What follows belongs to an exercise in optimizing a design on an open flow for small area, a short achievable clock period and few clock cycles; a production flow would make more cautious choices.
The RTL was checked by simulation tests, not by an equivalence proof against the original design.
Power figures rest on the tool's default switching activity, not on a simulated workload.

==> flow/design.v <==
module alu (
    input  wire [33:0] S,
    input  wire [33:0] C,
    input  wire [31:0] Y,
    input  wire        div,
    input  wire        idle,
    input  wire        sin,
    input  wire        mpos,
    input  wire        mneg,
    output wire [33:0] SO,
    output wire [33:0] CO,
    output wire        qp,
    output wire        qn
);
    wire [3:0] p  = S[33:30] ^ C[33:30];
    wire [3:0] g  = S[33:30] & C[33:30];
    wire       c3 = g[2] | (p[2] & g[1]) | (p[2] & p[1] & g[0]);
    wire       f3 = p[3] ^ c3;
    wire       en = div & ~idle;
    assign qp = en & ~f3;
    assign qn = en & f3 & ~(&p[2:0]);
    wire        sb  = qp | (~div & mneg);       
    wire        ad  = qn | (~div & mpos);       
    wire [33:0] X   = {sb, sb, ({32{sb}} & ~Y) | ({32{ad}} & Y)};
    wire [33:0] S2  = {S[32:0], sin};
    wire [33:0] C2  = {C[32:0], 1'b0};
    assign SO = S2 ^ C2 ^ X;
    assign CO = {(S2[32:0] & C2[32:0]) | (X[32:0] & (S2[32:0] | C2[32:0])), sb};
endmodule
module alu4 (
    input  wire [33:0] S,
    input  wire [33:0] C,
    input  wire [31:0] Y,
    input  wire        h,
    input  wire        l,
    input  wire        p,
    output wire [33:0] SO,
    output wire [33:0] CO
);
    wire        one = l ^ p;
    wire        two = (h & ~l & ~p) | (~h & l & p);
    wire        neg = h & ~(l & p);
    wire [33:0] Ye  = {2'b00, Y};
    wire [33:0] X   = (({34{one}} & Ye) | ({34{two}} & {Ye[32:0], 1'b0})) ^ {34{neg}};
    wire [33:0] S4  = {S[31:0], 2'b00};
    wire [33:0] C4  = {C[31:0], 2'b00};
    assign SO = S4 ^ C4 ^ X;
    assign CO = {(S4[32:0] & C4[32:0]) | (X[32:0] & (S4[32:0] | C4[32:0])), neg};
endmodule
module alu_top (
    input  wire        clk,
    input  wire        rst,
    input  wire        in_valid,
    output wire        in_ready,
    input  wire [31:0] a,
    input  wire [31:0] b,
    input  wire [4:0]  op,
    input  wire        signed_op,
    output reg         out_valid,
    output reg  [31:0] y,
    output reg         zero,
    output reg         carry,
    output reg         overflow,
    output reg         negative,
    output reg         parity
);
    localparam [4:0] OP_MUL = 5'd11;
    localparam [4:0] OP_DIV = 5'd12;
    localparam K   = 8;             
    localparam KD  = 4;             
    localparam LKD = 2;             
    reg  [31:0] a_r, b_r;
    reg  [4:0]  op_r;
    reg         s_r;
    reg         va, first, rdy;
    reg  [2:0]  cnt;                
    reg  [33:0] S, C;
    reg         cb, mb, vb;
    assign in_ready = rdy;
    wire is_mul = (op_r == OP_MUL);
    wire is_div = (op_r == OP_DIV);
    wire dfirst = first & is_div;
    reg  [4:0] lz;
    integer i;
    always @(*) begin
        lz = 5'd0;
        for (i = 0; i < 32; i = i + 1)
            if (b_r[i]) lz = 5'd31 - i[4:0];
    end
    wire        bz = (b_r == 32'd0);
    wire [31:0] Y  = b_r << (lz & {5{is_div}});    
    wire [LKD-1:0] kidle = dfirst ? ~lz[LKD-1:0] : {LKD{1'b0}};
    reg  [KD-1:0]  din;                             
    always @(*) begin
        for (i = 0; i < KD; i = i + 1)
            din[i] = dfirst & (i <= kidle) & a_r[(kidle - i) & (KD - 1)];
    end
    wire [31:0] a_sh = (a_r >> kidle) >> 1;
    wire [33:0] s0 = first ? (is_div ? {2'b00, a_sh} : 34'd0) : S;
    wire [33:0] c0 = first ? 34'd0 : C;
    wire [3:0] bh = {a_r[31], a_r[29], a_r[27], a_r[25]};
    wire [3:0] bl = {a_r[30], a_r[28], a_r[26], a_r[24]};
    wire [3:0] bp = {a_r[29], a_r[27], a_r[25], a_r[23]};
    wire [3:0] mpos, mneg;
    generate
        genvar d;
        for (d = 0; d < 2; d = d + 1) begin : split
            wire one = bl[3-d] ^ bp[3-d];
            wire two = (bh[3-d] & ~bl[3-d] & ~bp[3-d]) | (~bh[3-d] & bl[3-d] & bp[3-d]);
            wire neg = bh[3-d] & ~(bl[3-d] & bp[3-d]);
            assign mpos[2*d]     = two & ~neg;    
            assign mneg[2*d]     = two & neg;
            assign mpos[2*d + 1] = one & ~neg;    
            assign mneg[2*d + 1] = one & neg;
        end
    endgenerate
    wire [33:0] sv [0:KD+2];
    wire [33:0] cv [0:KD+2];
    wire [KD-1:0] qpv, qnv;
    assign sv[0] = s0;
    assign cv[0] = c0;
    genvar g;
    generate
        for (g = 0; g < KD; g = g + 1) begin : step
            alu u_step (
                .S(sv[g]), .C(cv[g]), .Y(Y), .div(is_div),
                .idle((g < kidle) | bz), .sin(din[g]), .mpos(mpos[g]), .mneg(mneg[g]),
                .SO(sv[g + 1]), .CO(cv[g + 1]), .qp(qpv[KD - 1 - g]), .qn(qnv[KD - 1 - g])
            );
        end
        for (g = 0; g < 2; g = g + 1) begin : step4
            alu4 u_step4 (
                .S(sv[KD + g]), .C(cv[KD + g]), .Y(Y),
                .h(bh[1-g]), .l(bl[1-g]), .p(bp[1-g]),
                .SO(sv[KD + g + 1]), .CO(cv[KD + g + 1])
            );
        end
    endgenerate
    wire [KD:0]   qv     = {1'b0, qpv} - {1'b0, qnv};
    wire [31-KD:0] qhi   = dfirst ? {(32-KD){1'b0}} : a_r[31-KD:0];
    wire [31:0]   qp_cat = {qhi - {{(31-KD){1'b0}}, qv[KD]}, qv[KD-1:0]};
    wire [33:0] wsum   = sv[KD] + cv[KD];
    wire        wneg   = wsum[33];
    wire [2:0]  cnt_now = first ? (is_mul ? 3'd3 : lz[4:LKD]) : cnt;
    wire last = (cnt_now == 0);
    wire done = ~(is_mul | is_div) | last;
    wire cont = va & ~done;
    wire       is_as = (op_r[4:1] == 4'd0);
    wire       sub   = (op_r == 5'd1);
    wire       shl   = (op_r == 5'd6) | (op_r == 5'd8);
    wire       shr   = (op_r == 5'd7) | (op_r == 5'd9);
    wire       rot   = op_r[3];
    wire [31:0] x = shl ? {a_r[30:0], rot & a_r[31]} :
                    shr ? {rot & a_r[0], a_r[31:1]} : a_r;
    reg  [3:0] tt;                  
    always @(*) begin
        case (op_r)
            5'd2:    tt = 4'b1000;   
            5'd3:    tt = 4'b1110;   
            5'd4:    tt = 4'b0110;   
            5'd5:    tt = 4'b0011;   
            5'd10:   tt = 4'b1010;   
            5'd0, 5'd1, 5'd6, 5'd7, 5'd8, 5'd9:
                     tt = 4'b1100;   
            default: tt = 4'b0000;
        endcase
    end
    reg  [31:0] lres;
    always @(*) begin
        for (i = 0; i < 32; i = i + 1)
            lres[i] = tt[{x[i], b_r[i]}];
    end
    wire [33:0] c_op = is_as ? {sub, {s_r & b_r[31], b_r} ^ {33{sub}}} : 34'd0;
    reg  [33:0] s_d, c_d;
    reg         cb_d;
    always @(*) begin
        if (is_div & last) begin
            s_d  = {2'b00, qp_cat};
            c_d  = {34{wneg}};
            cb_d = 1'b0;
        end else if (is_div) begin
            s_d  = sv[KD];
            c_d  = cv[KD];
            cb_d = 1'b0;
        end else if (is_mul) begin
            s_d  = sv[KD+2];
            c_d  = cv[KD+2];
            cb_d = 1'b0;
        end else begin
            s_d  = {1'b0, is_as & s_r & a_r[31], lres};
            c_d  = c_op;
            cb_d = sub;
        end
    end
    reg  [32:0] t;
    reg         cy;
    always @(*) begin
        cy = cb;
        for (i = 0; i < 33; i = i + 1) begin
            t[i] = S[i] ^ C[i] ^ cy;
            cy   = (S[i] & C[i]) | (S[i] & cy) | (C[i] & cy);
        end
    end
    wire [31:0] r = t[31:0];
    wire take = in_valid & rdy;
    always @(posedge clk) begin
        if (cont) begin
            a_r <= is_mul ? {a_r[31-K:0], {K{1'b0}}} : qp_cat;
            b_r <= Y;
        end else begin
            a_r  <= a;
            b_r  <= b;
            op_r <= op;
        end
        s_r   <= signed_op;
        cnt   <= cnt_now - 1'b1;
        first <= ~cont;
        S  <= s_d;
        C  <= c_d;
        cb <= cb_d;
        mb <= is_as;
        y        <= r;
        zero     <= (r == 32'd0);
        carry    <= mb & t[32];
        overflow <= mb & (t[32] ^ t[31]);
        negative <= r[31];
        parity   <= ^r;
        if (rst) begin
            va        <= 1'b0;
            vb        <= 1'b0;
            out_valid <= 1'b0;
            rdy       <= 1'b1;
        end else begin
            vb        <= va & done;
            out_valid <= vb;
            if (cont) begin
                va  <= 1'b1;
                rdy <= (cnt_now == 1);
            end else begin
                va  <= take;
                rdy <= ~(take & ((op == OP_MUL) |
                                 ((op == OP_DIV) & (b[31:32-KD] == 0))));
            end
        end
    end
endmodule
==> flow/flow/run.sh <==
#!/bin/bash
# The standard layout (standard.sh), with the port buffers that
# buffer_ports inserts made sky130_fd_sc_hd__buf_1 instead of its default
# pick. Each ORFS step keeps its own log under orfs/logs; the make output
# goes to standard.log.
set -euo pipefail
bash standard.sh BUFFER_PORTS_ARGS="-buffer_cell sky130_fd_sc_hd__buf_1" finish > standard.log 2>&1
==> flow/standard.sh <==
#!/bin/bash
# synth_recipe.tcl (not shown) runs the flow's synth.tcl, then flattens the netlist and writes it again
# the make line also repeats each setting of config.mk as NAME=value (left out here)
make -C /OpenROAD-flow-scripts/flow DESIGN_CONFIG=/design/flow/config.mk WORK_HOME=/design/flow/orfs CLKGATE_MAP_FILE= SYNTH_SCRIPT=/design/flow/synth_recipe.tcl "${@:-finish}"
==> flow/config.mk <==
export PLATFORM = sky130hd
export DESIGN_NAME = alu_top
export DESIGN_NICKNAME = alu_top
export VERILOG_FILES = /design/flow/design.v
export SDC_FILE = /design/flow/constraint.sdc
export NUM_CORES = 4
export LEC_CHECK = 0
export ABC_AREA = 1
export CAP_MARGIN = 20
export CORE_MARGIN = 2
export CORE_UTILIZATION = 40
export PLACE_DENSITY = 0.6
export SLEW_MARGIN = 20
==> flow/constraint.sdc <==
create_clock -name core_clock -period 100.0 [get_ports {clk}]
set_input_delay 20.0000 -clock core_clock [delete_from_list [all_inputs] [get_ports {clk}]]
set_output_delay 20.0000 -clock core_clock [all_outputs]
set_load 0.01 [all_outputs]
==> flow_summary.toml, run 1 <==
[outcome]
status = "complete, no violations"

[yosys]
synth-simple-area-share = 0.255
post_synth_xor_area_fraction = 0.0315
synth-seq-cells = 188
ys_types = 65
synthAdderAreaFrac = 0.241
synth_top_family_by_area = "simple AND/OR/NAND/NOR gates"
synth_ff_type = "dfxtp_1"
yosys_warnings = 1
syn_area_mm2 = 0.0225
muxShareOfSynthArea = 0.00284
synth_enable_flop_cells = 5
synth-compound-area-share = 0.193
syn_area_per_cell_um2 = 6.71
ys_seq_area_frac = 0.170
syn_nets = 3724
synth_cells = 3348
async_reset_ff_frac = 0

[sta]
hold_ws_ns = 0.404
slew_headroom = 0.261
tightest_slew_ns = 1.11
rsz0062_at_grt = "false"
max_freq_mhz = 47.6
maxSlewViolCount = 0
final.min_clock_period_ns = 20.99
finalHoldViolCount = 0
finalCritPeriodShare = 0.210
setup_tns_ns = 0
setup_viol = 0
skew_ns = 0.0255

[global_routing]
overflow = 0
grt_pass1_wl_um = 149000
grt_pass1_vias = 21649
grt_max_degree = 101
antenna_found_initial = 3
grt.total_usage = 0.359

[cts]
clk-insertion-delay-late_ns = 0.53
cts_buffers = 17
clockBufferDepth = 2
cts.sinks = 188
ctsHoldBuffers = 0
post_cts_buffers = 0
path_clk_slew_ns = 0.08
cts_tree = "built"
cts_root_buf = "clkbuf_16"
cts_resized = 0
htreeDepth = 4

[critical_path]
critPathBufInv = 1
slowest_delay_ns = 0.33
worstSetupPathType = "register to output pin"
arrival_ns = 0.99
crit_fanout = 2
crit_slowest_cell = "dfxtp_1"
crit_required_ns = 80.00
cp_top_family = "flip-flops"
crit_chain = "buf_1"
setup.worst_path.end_class = "output pin"
worstSetupStartpointType = "register"

[cells_and_area]
syn2layout_area_growth_pct = 7.23
fillers = 5986
fin_nets = 3721
ff_latch_area_mm2 = 0.00381
multi_input_area_mm2 = 0.0163
post_route_cells_drive_above_1_share = 0.0432
stdcell_count = 4107

[pwr]
p_switching_mw = 0.197
ir_drop_v = 0.0000161
clkPwrFrac = 0.175
powerDensity_mw_per_mm2 = 17.0
p_sw_frac = 0.481
p_int_mw = 0.212
static-leakage-power_nw = 11.1
seq_power_share = 0.234
p_total_mw = 0.409
combPwrFrac = 0.591

[floorplan]
core-area_mm2 = 0.0553
die-area_mm2 = 0.0581
ios = 112
start_util = 0.406
num_rows = 86
die_w_um = 241
die_height_um = 241

[route]
firstDrtPassIters = 6
drtAntennaViolNets = 0
routed_via_density = 5.85
vias = 24014
drt-initial-drc-count = 3532
drc_errors = 0
wirelength_um = 104000
wl_per_cell_um = 25.2

[place]
dp_hpwl_um = 82100
place.gp.congestion = 1.01
dp.cells = 4074
portBuffers = 111

[job]
cap_violations = 0

[worst_hold_path]
min_path_type = "register to register"
==> stage by stage <==
stage          setup WS, ns  utilization  cell area (um^2)
2_1_floorplan         79.17            -             22500
3_3_place_gp          78.52        0.425             23500
3_5_place_dp          78.53        0.425             23500
4_1_cts               78.99        0.436             24100
5_1_grt               78.91        0.436             24100
6_report              79.01        0.436             24100
==> cell usage after synthesis, drive strengths merged, types with 2 or more instances <==
master | n | area share
o22ai | 43 | 0.012
a22oi | 4 | 0.0013
dfxtp | 183 | 0.16
o21ai | 393 | 0.088
nand4 | 29 | 0.0081
xnor2 | 26 | 0.010
o2111ai | 3 | 0.0012
a221oi | 12 | 0.0047
a21oi | 111 | 0.026
nor4 | 6 | 0.0019
clkbuf | 146 | 0.024
xor2 | 53 | 0.021
o221ai | 17 | 0.0066
buf | 49 | 0.012
ha | 86 | 0.048
nand2 | 952 | 0.16
a311oi | 6 | 0.0023
fa | 217 | 0.19
a211oi | 18 | 0.0060
o21a | 10 | 0.0033
inv | 410 | 0.068
a22o | 4 | 0.0016
nand3 | 186 | 0.042
edfxtp | 5 | 0.0067
o311ai | 18 | 0.0070
clkinv | 10 | 0.0017
o31a | 2 | 0.00078
o211ai | 67 | 0.023
nor2 | 218 | 0.037
a31oi | 22 | 0.0061
mux2i | 6 | 0.0028
nor3 | 19 | 0.0045
or2 | 6 | 0.0017
==> power by group through the flow <==
| stage | logic, mW | registers (mW) | clock network [mW] |
|---|---|---|---|
| 5_1_grt | 0.268 | 0.0966 | 0.0751 |
| 4_1_cts | 0.237 | 0.0952 | 0.0724 |
| 3_5_place_dp | 0.235 | 0.0970 | 0 |
| 6_report | 0.242 | 0.0956 | 0.0717 |
| 2_1_floorplan | 0.156 | 0.0964 | 0 |
| 3_3_place_gp | 0.233 | 0.0970 | 0 |
==> worst paths after layout <==
kind | from | cells past startpoint | to | slack [ns]
max | rdy | 1 | in_ready | 79.01
min | vb | 2 | out_valid | 0.40
max reg2reg | b_r[0] | 97 | C[4] | 81.45
min reg2reg | vb | 2 | out_valid | 0.40
==> area by class of cell <==
type / count / share of cell area
Antenna cell: 2 / 0.000208
Clock inverter: 14 / 0.00628
Timing Repair Buffer: 173 / 0.0366
Inverter: 420 / 0.0655
Clock buffer: 17 / 0.0176
Multi-Input combinational cell: 2545 / 0.677
Tap cell: 748 / 0.0388
Sequential cell: 188 / 0.158
==> routing by layer <==
metal,part of all wire,track usage,up-vias
li1,-,-,10900
met4,0.060,0.187,0
met3,0.13,0.102,254
met5,0,0,-
met1,0.39,0.481,11210
met2,0.42,0.523,1650
==> worst reg2reg max path, delay by kind of cell (launching register included) <==
| kind | cells | cell delay [ns] |
|---|---|---|
| buffers and inverters | 22 | 4.35 |
| AND/OR/NAND/NOR | 38 | 4.35 |
| flip-flops | 1 | 0.56 |
| adder cells (fa/ha/maj) | 9 | 3.51 |
| AO/OA/AOI/OAI | 19 | 3.78 |
| XOR/XNOR | 9 | 1.82 |
==> cell usage in the layout, fill, tap and decap left out, types with 8 or more instances in the layout <==
cell type,instances
a211oi_1,18
a21oi_1,108
a221oi_1,12
a31oi_1,22
buf_1,111
buf_4,62
clkbuf_16,17
clkinv_1,10
dfxtp_1,183
fa_1,217
ha_1,86
inv_1,397
inv_2,12
nand2_1,944
nand2_2,8
nand3_1,184
nand4_1,29
nor2_1,207
nor2_2,10
nor3_1,18
o211ai_1,66
o21a_1,10
o21ai_0,334
o21ai_1,57
o221ai_1,17
o22ai_1,43
o311ai_0,18
xnor2_1,25
xor2_1,52
==> registers in the layout, indices dropped and copies added, names as in the netlist, named ones only <==
signal / count
vb: 1
C: 34
cb: 1
out_valid: 1
overflow: 1
y: 32
cnt: 3
first: 1
zero: 1
a_r: 32
rdy: 1
va: 1
carry: 1
b_r: 32
parity: 1
op_r: 5
mb: 1
s_r: 1
S: 34
==> cell families after synthesis <==
group	Yosys count
buffers and inverters	615
AND/OR/NAND/NOR	1419
AO/OA/AOI/OAI	738
flip-flops	188
adder cells (fa/ha/maj)	303
XOR/XNOR	79
multiplexers	6
Testbench counts, summed over its fixed seeds: cycles 20,987.
==> run 2, diff against run 1 <==
--- a/flow/design.v
+++ b/flow/design.v
@@ -40,8 +40,8 @@
     wire        one = l ^ p;
     wire        two = (h & ~l & ~p) | (~h & l & p);
     wire        neg = h & ~(l & p);
-    wire [33:0] Ye  = {2'b00, Y};
-    wire [33:0] X   = (({34{one}} & Ye) | ({34{two}} & {Ye[32:0], 1'b0})) ^ {34{neg}};
+    wire [33:0] Yp  = {2'b00, Y} ^ {34{neg}};
+    wire [33:0] X   = ({34{one}} & Yp) | ({34{two}} & {Yp[32:0], neg});
     wire [33:0] S4  = {S[31:0], 2'b00};
     wire [33:0] C4  = {C[31:0], 2'b00};
     assign SO = S4 ^ C4 ^ X;
@@ -80,23 +80,43 @@
     wire is_mul = (op_r == OP_MUL);
     wire is_div = (op_r == OP_DIV);
     wire dfirst = first & is_div;
-    reg  [4:0] lz;
+    wire        bz  = ~|b_r;
+    wire        dv  = is_div & ~bz;
+    wire        z16 = dv & ~|b_r[31:16];
+    wire [31:0] b1  = z16 ? {b_r[15:0], 16'd0} : b_r;
+    wire        z8  = dv & ~|b1[31:24];
+    wire [31:0] b2  = z8 ? {b1[23:0], 8'd0} : b1;
+    wire        z4  = dv & ~|b2[31:28];
+    wire [31:0] b3  = z4 ? {b2[27:0], 4'd0} : b2;
+    wire        z2  = dv & ~|b3[31:30];
+    wire [31:0] b4  = z2 ? {b3[29:0], 2'd0} : b3;
+    wire        z1  = dv & ~b4[31];
+    wire [31:0] Y   = z1 ? {b4[30:0], 1'b0} : b4;
+    wire [4:0]  lz  = {z16, z8, z4, z2, z1};
     integer i;
-    always @(*) begin
-        lz = 5'd0;
-        for (i = 0; i < 32; i = i + 1)
-            if (b_r[i]) lz = 5'd31 - i[4:0];
-    end
-    wire        bz = (b_r == 32'd0);
-    wire [31:0] Y  = b_r << (lz & {5{is_div}});    
     wire [LKD-1:0] kidle = dfirst ? ~lz[LKD-1:0] : {LKD{1'b0}};
     reg  [KD-1:0]  din;                             
     always @(*) begin
         for (i = 0; i < KD; i = i + 1)
             din[i] = dfirst & (i <= kidle) & a_r[(kidle - i) & (KD - 1)];
     end
-    wire [31:0] a_sh = (a_r >> kidle) >> 1;
-    wire [33:0] s0 = first ? (is_div ? {2'b00, a_sh} : 34'd0) : S;
+    wire       shl = (op_r == 5'd6) | (op_r == 5'd8);
+    wire       shr = (op_r == 5'd7) | (op_r == 5'd9);
+    wire       rot = op_r[3];
+    reg [31:0] x;
+    always @(*) begin
+        if (dfirst)
+            case (kidle)
+                2'd0: x = {1'b0, a_r[31:1]};
+                2'd1: x = {2'b0, a_r[31:2]};
+                2'd2: x = {3'b0, a_r[31:3]};
+                default: x = {4'b0, a_r[31:4]};
+            endcase
+        else if (shl) x = {a_r[30:0], rot & a_r[31]};
+        else if (shr) x = {rot & a_r[0], a_r[31:1]};
+        else x = a_r;
+    end
+    wire [33:0] s0 = first ? (is_div ? {2'b00, x} : 34'd0) : S;
     wire [33:0] c0 = first ? 34'd0 : C;
     wire [3:0] bh = {a_r[31], a_r[29], a_r[27], a_r[25]};
     wire [3:0] bl = {a_r[30], a_r[28], a_r[26], a_r[24]};
@@ -139,19 +159,20 @@
     wire [KD:0]   qv     = {1'b0, qpv} - {1'b0, qnv};
     wire [31-KD:0] qhi   = dfirst ? {(32-KD){1'b0}} : a_r[31-KD:0];
     wire [31:0]   qp_cat = {qhi - {{(31-KD){1'b0}}, qv[KD]}, qv[KD-1:0]};
-    wire [33:0] wsum   = sv[KD] + cv[KD];
-    wire        wneg   = wsum[33];
+    reg  [1:0]  gp;
+    always @(*) begin
+        gp = {sv[KD][0] & cv[KD][0], sv[KD][0] | cv[KD][0]};
+        for (i = 1; i < 33; i = i + 1)
+            gp = {(sv[KD][i] & cv[KD][i]) | ((sv[KD][i] | cv[KD][i]) & gp[1]),
+                  (sv[KD][i] | cv[KD][i]) & gp[0]};
+    end
+    wire        wneg   = sv[KD][33] ^ cv[KD][33] ^ gp[1];
     wire [2:0]  cnt_now = first ? (is_mul ? 3'd3 : lz[4:LKD]) : cnt;
     wire last = (cnt_now == 0);
     wire done = ~(is_mul | is_div) | last;
     wire cont = va & ~done;
     wire       is_as = (op_r[4:1] == 4'd0);
     wire       sub   = (op_r == 5'd1);
-    wire       shl   = (op_r == 5'd6) | (op_r == 5'd8);
-    wire       shr   = (op_r == 5'd7) | (op_r == 5'd9);
-    wire       rot   = op_r[3];
-    wire [31:0] x = shl ? {a_r[30:0], rot & a_r[31]} :
-                    shr ? {rot & a_r[0], a_r[31:1]} : a_r;
     reg  [3:0] tt;                  
     always @(*) begin
         case (op_r)
@@ -176,8 +197,8 @@
     always @(*) begin
         if (is_div & last) begin
             s_d  = {2'b00, qp_cat};
-            c_d  = {34{wneg}};
-            cb_d = 1'b0;
+            c_d  = {34{1'b1}};
+            cb_d = ~wneg;
         end else if (is_div) begin
             s_d  = sv[KD];
             c_d  = cv[KD];
--- a/flow/config.mk
+++ b/flow/config.mk
@@ -8,6 +8,6 @@
 export ABC_AREA = 1
 export CAP_MARGIN = 20
 export CORE_MARGIN = 2
-export CORE_UTILIZATION = 40
-export PLACE_DENSITY = 0.6
+export CORE_UTILIZATION = 55
+export PLACE_DENSITY = 0.7
 export SLEW_MARGIN = 20
==> run 2 against run 1 <==
  * Non-clock buffer count decreased by 13
  * Largest power group unchanged
  * Largest cell class unchanged
  * Maximum frequency shrank 5.1%
  * Combinational power increased by 5%
  * Final area down 0.24%
==> flow_summary.toml, run 2 <==
[outcome]
status = "complete, no violations"

[sta]
final.min_clock_period_ns = 22.12
slew_headroom = 0.239
tightest_slew_ns = 1.13
maxSlewViolCount = 0
finalCritPeriodShare = 0.221
hold_ws_ns = 0.406
skew_ns = 0.0174
max_freq_mhz = 45.2
rsz0062_at_grt = "false"
setup_tns_ns = 0
setup_viol = 0
finalHoldViolCount = 0

[cells_and_area]
post_route_cells_drive_above_1_share = 0.0438
stdcell_count = 3800
fin_nets = 3655
syn2layout_area_growth_pct = 5.93
final_common_cell = "nand2_1"
reg_top3 = "C x34, S x34"
fin_util = 0.590
fillers = 3902
final_cell_mix = "707 x nand2_1, 484 x inv_1, 353 x o21ai_0, 213 x fa_1, 203 x nor2_1"

[global_routing]
overflow = 0
grt.total_usage = 0.463
grt_max_degree = 113
grt_pass1_vias = 22314
antenna_found_initial = 4
grt_pass1_wl_um = 146000

[floorplan]
die-area_mm2 = 0.0429
die_w_um = 207
num_rows = 74
start_util = 0.557
die_height_um = 207
core-area_mm2 = 0.0407
ios = 112

[worst_hold_path]
hold_start = "vb"
hold_path_depth = 2
hold_path_end = "out_valid"
min_path_type = "register to register"

[critical_path]
reg2reg_to = "cb"
worstSetupStartpointType = "register"
timing.rr.start = "op_r[0]"
arrival_ns = 22.51
slowest_delay_ns = 0.88
worstSetupPathType = "register to register"
cp_common_cell = "nand2_1"
crit_slowest_cell = "clkinv_1"
r2r_slack_ns = 77.88
setup.worst_path.end_class = "register"
crit_fanout = 45
r2r_cells = 141
crit_required_ns = 100.39

[place]
dp.cells = 3767
dp_hpwl_um = 78100
portBuffers = 111
place.gp.congestion = 1.06

[route]
drt-initial-drc-count = 3395
vias = 23704
drtAntennaViolNets = 0
routed_via_density = 6.24
wirelength_um = 99700
firstDrtPassIters = 7
wl_per_cell_um = 26.2
drc_errors = 0

[yosys]
synth_enable_flop_cells = 5
synth_area_leader_cell = "fa_1"
async_reset_ff_frac = 0
syn_area_per_cell_um2 = 6.92
synth_top_area_frac = 0.188
synth_commonest_cells = "708 x nand2_1, 486 x inv_1, 354 x o21ai_0"
synth_ff_type = "dfxtp_1"
syn_area_mm2 = 0.0227
ys_types = 55
yosys_warnings = 1
syn_nets = 3680
ys_seq_area_frac = 0.168
synth-seq-cells = 188
synthTopCellsByArea = "fa_1 19%, dfxtp_1 16%, nand2_1 12%, inv_1 8.0%, o21ai_0 7.8%"
synth_cells = 3279
yosysMostFrequentCell = "nand2_1"

[cts]
cts_tree = "built"
clockBufferDepth = 2
cts.sinks = 188
cts_buffers = 17
cts_root_buf = "clkbuf_16"
post_cts_buffers = 0
clk-insertion-delay-late_ns = 0.52
ctsHoldBuffers = 0
path_clk_slew_ns = 0.08
cts_resized = 0
htreeDepth = 4

[pwr]
static-leakage-power_nw = 11.2
powerDensity_mw_per_mm2 = 17.6
ir_drop_v = 0.0000167

[job]
cap_violations = 0
## run 2: cell families after synthesis
| kind of cell | share of synthesized area |
|---|---|
| AND/OR/NAND/NOR | 0.188 |
| buffers and inverters | 0.120 |
| AO/OA/AOI/OAI | 0.214 |
| flip-flops | 0.168 |
| XOR/XNOR | 0.0579 |
| adder cells (fa/ha/maj) | 0.251 |
| multiplexers | 0.00132 |
## run 2: final cells by class
class                           count  area, um^2  area share
Sequential cell                   188        3810       0.159
Multi-Input combinational cell   2373       16200       0.675
Tap cell                          532         666      0.0277
Timing Repair Buffer              160         785      0.0326
Clock inverter                     15         191     0.00796
Inverter                          514        1930      0.0803
Antenna cell                        1        2.50    0.000104
Clock buffer                       17         425      0.0177
## run 2: worst max-delay path by stage
stage | startpoint | end | slack [ns] | cells past startpoint
after global routing | op_r[0] | cb | 75.74 | 141
after global placement | op_r[0] | cb | 78.31 | 137
final | op_r[0] | cb | 77.88 | 141
after CTS | op_r[0] | cb | 77.97 | 137
after floorplan | op[1] | register | 79.17 | 6
after detailed placement | op_r[0] | cb | 78.12 | 137
## run 2: stage by stage
| stage | area (um^2) | total power [mW] | setup slack, ns |
|---|---|---|---|
| after floorplan | 22700 | 0.256 | 79.17 |
| after global placement | 23400 | 0.335 | 78.31 |
| after detailed placement | 23400 | 0.342 | 78.12 |
| after CTS | 24000 | 0.417 | 77.97 |
| after global routing | 24000 | 0.451 | 75.74 |
| final | 24000 | 0.423 | 77.88 |
## run 2: metal layers
| metal | vias up | global-route usage | wire [um] |
|---|---|---|---|
| met3 | 348 | 0.160 | 13700 |
| met2 | 1650 | 0.670 | 40900 |
| li1 | 10526 | - | - |
| met5 | - | 0 | 41 |
| met4 | 6 | 0.290 | 7150 |
| met1 | 11174 | 0.590 | 37900 |
## run 2: worst max-delay path, delay by kind of cell (launching register included)
kind / cells / cell delay, ns
AOI/OAI and AO/OA: 7 / 1.36
buffers and inverters: 20 / 5.84
and+or+nand+nor: 99 / 8.86
adders and majority gates: 10 / 3.96
DFF: 1 / 0.81
xor gates and xnor gates: 5 / 0.99
## run 2: report_power, final
| group | internal, mW | switching, mW | total, mW |
|---|---|---|---|
| logic | 0.0946 | 0.161 | 0.255 |
| registers | 0.0861 | 0.00790 | 0.0940 |
| clock network | 0.0341 | 0.0400 | 0.0741 |
| total | 0.215 | 0.209 | 0.423 |
Testbench counts of run 2, summed over its fixed seeds: cycles 20,987.
==> run 3, diff against run 2 <==
--- a/flow/design.v
+++ b/flow/design.v
@@ -40,8 +40,8 @@
     wire        one = l ^ p;
     wire        two = (h & ~l & ~p) | (~h & l & p);
     wire        neg = h & ~(l & p);
-    wire [33:0] Yp  = {2'b00, Y} ^ {34{neg}};
-    wire [33:0] X   = ({34{one}} & Yp) | ({34{two}} & {Yp[32:0], neg});
+    wire [33:0] Ye  = {2'b00, Y};
+    wire [33:0] X   = (({34{one}} & Ye) | ({34{two}} & {Ye[32:0], 1'b0})) ^ {34{neg}};
     wire [33:0] S4  = {S[31:0], 2'b00};
     wire [33:0] C4  = {C[31:0], 2'b00};
     assign SO = S4 ^ C4 ^ X;
==> run 3 against run 2 <==
  * Sequential share of layout area grew 0.24 points
  * Via count grew 0.87%
  * Worst hold slack better by 0.0055 ns
  * Critical path depth decreased by 1
  * Core utilization grew 0.17 points
  * Clock skew is 0.010 ns higher
  * Critical path type unchanged
  * Largest cell class unchanged
  * Largest power group unchanged
==> flow_summary.toml, run 3 <==
[critical_path]
slowest_delay_ns = 0.77
r2r_slack_ns = 77.11
r2r_cells = 140
crit_required_ns = 100.38
crit_slowest_cell = "clkinv_1"
worstSetupStartpointType = "register"
setup.worst_path.end_class = "register"
crit_fanout = 54
timing.rr.start = "op_r[0]"
cp_common_cell = "nand2_1"
arrival_ns = 23.27
worstSetupPathType = "register to register"
reg2reg_to = "cb"

[cts]
ctsHoldBuffers = 0
cts_resized = 0
post_cts_buffers = 0
cts.sinks = 188
clockBufferDepth = 2
cts_tree = "built"
cts_root_buf = "clkbuf_16"
cts_buffers = 17
htreeDepth = 4
clk-insertion-delay-late_ns = 0.53
path_clk_slew_ns = 0.09

[global_routing]
gr-usage-met3 = 0.130
grt_pass1_wl_um = 143000
use_met2 = 0.680
grt_util_met1 = 0.607
grt_max_degree = 102
grt_pass1_vias = 21826
grt-busiest-layer = "met2"
antenna_found_initial = 0
overflow = 0
grt.total_usage = 0.471

[pwr]
ir_drop_v = 0.0000147
static-leakage-power_nw = 10.7
powerDensity_mw_per_mm2 = 17.7

[yosys]
syn_area_mm2 = 0.0224
synth_ff_type = "dfxtp_1"
syn_nets = 3618
yosys_warnings = 1
yosysMostFrequentCell = "nand2_1"
synth_commonest_cells = "703 x nand2_1, 465 x o21ai_0, 426 x inv_1"
synth_enable_flop_cells = 5
synth_cells = 3218
synth-seq-cells = 188
synth_area_leader_cell = "fa_1"
synthTopCellsByArea = "fa_1 19%, dfxtp_1 16%, nand2_1 12%, o21ai_0 10%, inv_1 7.1%"
ys_types = 60
syn_area_per_cell_um2 = 6.97
ys_seq_area_frac = 0.170
synth_top_area_frac = 0.189
async_reset_ff_frac = 0

[place]
dp.cells = 3691
portBuffers = 111
place.gp.congestion = 1.05
dp_hpwl_um = 76400

[worst_hold_path]
hold_path_end = "out_valid"
hold_start = "vb"
min_path_type = "register to register"
hold_path_depth = 2

[route]
drt-initial-drc-count = 3746
routed_via_density = 6.42
drc_errors = 0
drtAntennaViolNets = 0
vias = 23910
wl_per_cell_um = 26.8
firstDrtPassIters = 9
wirelength_um = 99700

[outcome]
status = "complete, no violations"

[floorplan]
die-area_mm2 = 0.0424
core-area_mm2 = 0.0400
ios = 112
die_height_um = 206
num_rows = 73
start_util = 0.560
die_w_um = 206

[sta]
finalCritPeriodShare = 0.229
final.min_clock_period_ns = 22.89
rsz0062_at_grt = "false"
setup_viol = 0
slew_headroom = 0.256
maxSlewViolCount = 0
skew_ns = 0.0275
tightest_slew_ns = 1.12
setup_tns_ns = 0
finalHoldViolCount = 0
max_freq_mhz = 43.7

[job]
cap_violations = 0

[cells_and_area]
post_route_cells_drive_above_1_share = 0.0438
reg_top3 = "C x34, S x34"
final_common_cell = "nand2_1"
stdcell_count = 3725
fin_nets = 3585
final_cell_mix = "702 x nand2_1, 465 x o21ai_0, 425 x inv_1, 212 x fa_1, 194 x nor2_1"
syn2layout_area_growth_pct = 5.63
[run 3: cell type report]
type                       instances  area [um^2]
clock buffer                      17          425
sequential                       188         3810
timing repair buffer             154          739
antenna                            2         5.00
fill                            3898        16300
inverter                         454         1710
multi-input combinational       2370        16100
tap                              525          657
clock inverter                    15          196
[run 3: cell families (layout without fill, tap and decap cells)]
group | Yosys count | after routing | synth area share
and+or+nand+nor | 1044 | 1044 | 0.191
other | 0 | 2 | 0
muxes | 5 | 5 | 0.00223
xor gates and xnor gates | 125 | 125 | 0.0488
DFF | 188 | 188 | 0.170
adders and majority gates | 327 | 327 | 0.253
AOI/OAI and AO/OA | 869 | 869 | 0.223
buffers and inverters | 660 | 640 | 0.112
[run 3: where the power goes]
group | switching [mW] | total (mW) | internal [mW]
Sequential | 0.00826 | 0.0940 | 0.0857
Clock | 0.0419 | 0.0766 | 0.0347
Combinational | 0.154 | 0.249 | 0.0947
[run 3: worst max path at each step]
stage                       start  endpoint  slack, ns  cells past startpoint
after floorplan             op[0]  register      79.19                      6
after global placement    op_r[0]        cb      78.16                    140
after detailed placement  op_r[0]        cb      77.76                    140
after CTS                 op_r[0]        cb      77.67                    140
after global routing      op_r[0]        cb      75.24                    140
final                     op_r[0]        cb      77.11                    140
[run 3: metal layers]
layer  vias up  part of all wire
met5         -                 0
met1     11176              0.36
met4         0             0.086
met2      1949              0.42
met3       381              0.14
li1      10404                 -
[run 3: critical path, delay by kind of cell, from the launching register on]
family | cells | cell delay, ns
compound gates | 8 | 1.51
fa+ha+maj | 10 | 3.92
simple gates | 100 | 9.91
buf+inv | 17 | 5.68
xor+xnor | 5 | 1.04
flops | 1 | 0.63
[run 3: per-stage QoR]
step                      setup WS (ns)  total power [mW]  utilization  area [um^2]  hold slack [ns]
after global placement            78.16             0.332        0.576        23000            0.399
after floorplan                   79.19             0.249            -        22400            0.388
final                             77.11             0.419        0.592        23700            0.411
after global routing              75.24             0.443        0.592        23700            0.444
after detailed placement          77.76             0.335        0.576        23000            0.400
after CTS                         77.67             0.412        0.592        23700            0.411
Testbench counts of run 3, summed over its fixed seeds: cycles 20,987.

-- port drivers added, routing unchanged --
The flow's constraints put no driver on any port. The routed layouts listed below were extracted and timed again, unchanged, in two steps.
Step 1 assumes that a clkbuf_16 drives the clock port and a buf_2 every other input.
Step 2 times the ports against the registers' clock, not the clock port: input delays grow and output delays shrink by t, the midpoint of the rising clock arrivals with the driver on.
Slacks: no drivers / after step 1 / after step 2; pairs: no drivers / after step 1.
run	t (ns)	setup slack, ns	hold WS [ns]	worst setup path at the end	cell pins on the clock port's net
run 1	0.577	79.006 / 78.949 / 78.594	0.404 / 0.404 / 0.404	input to register	1
run 2	0.573	77.881 / 77.881 / 77.881	0.406 / 0.406 / 0.406	register to register	1
run 3	0.574	77.109 / 77.109 / 77.109	0.411 / 0.411 / 0.411	register to register	1
After both steps setup and hold are still met in every run listed. For run 1, which loses most, drivers alone change the setup slack by -0.057 ns; drivers and shift together by -0.412 ns.
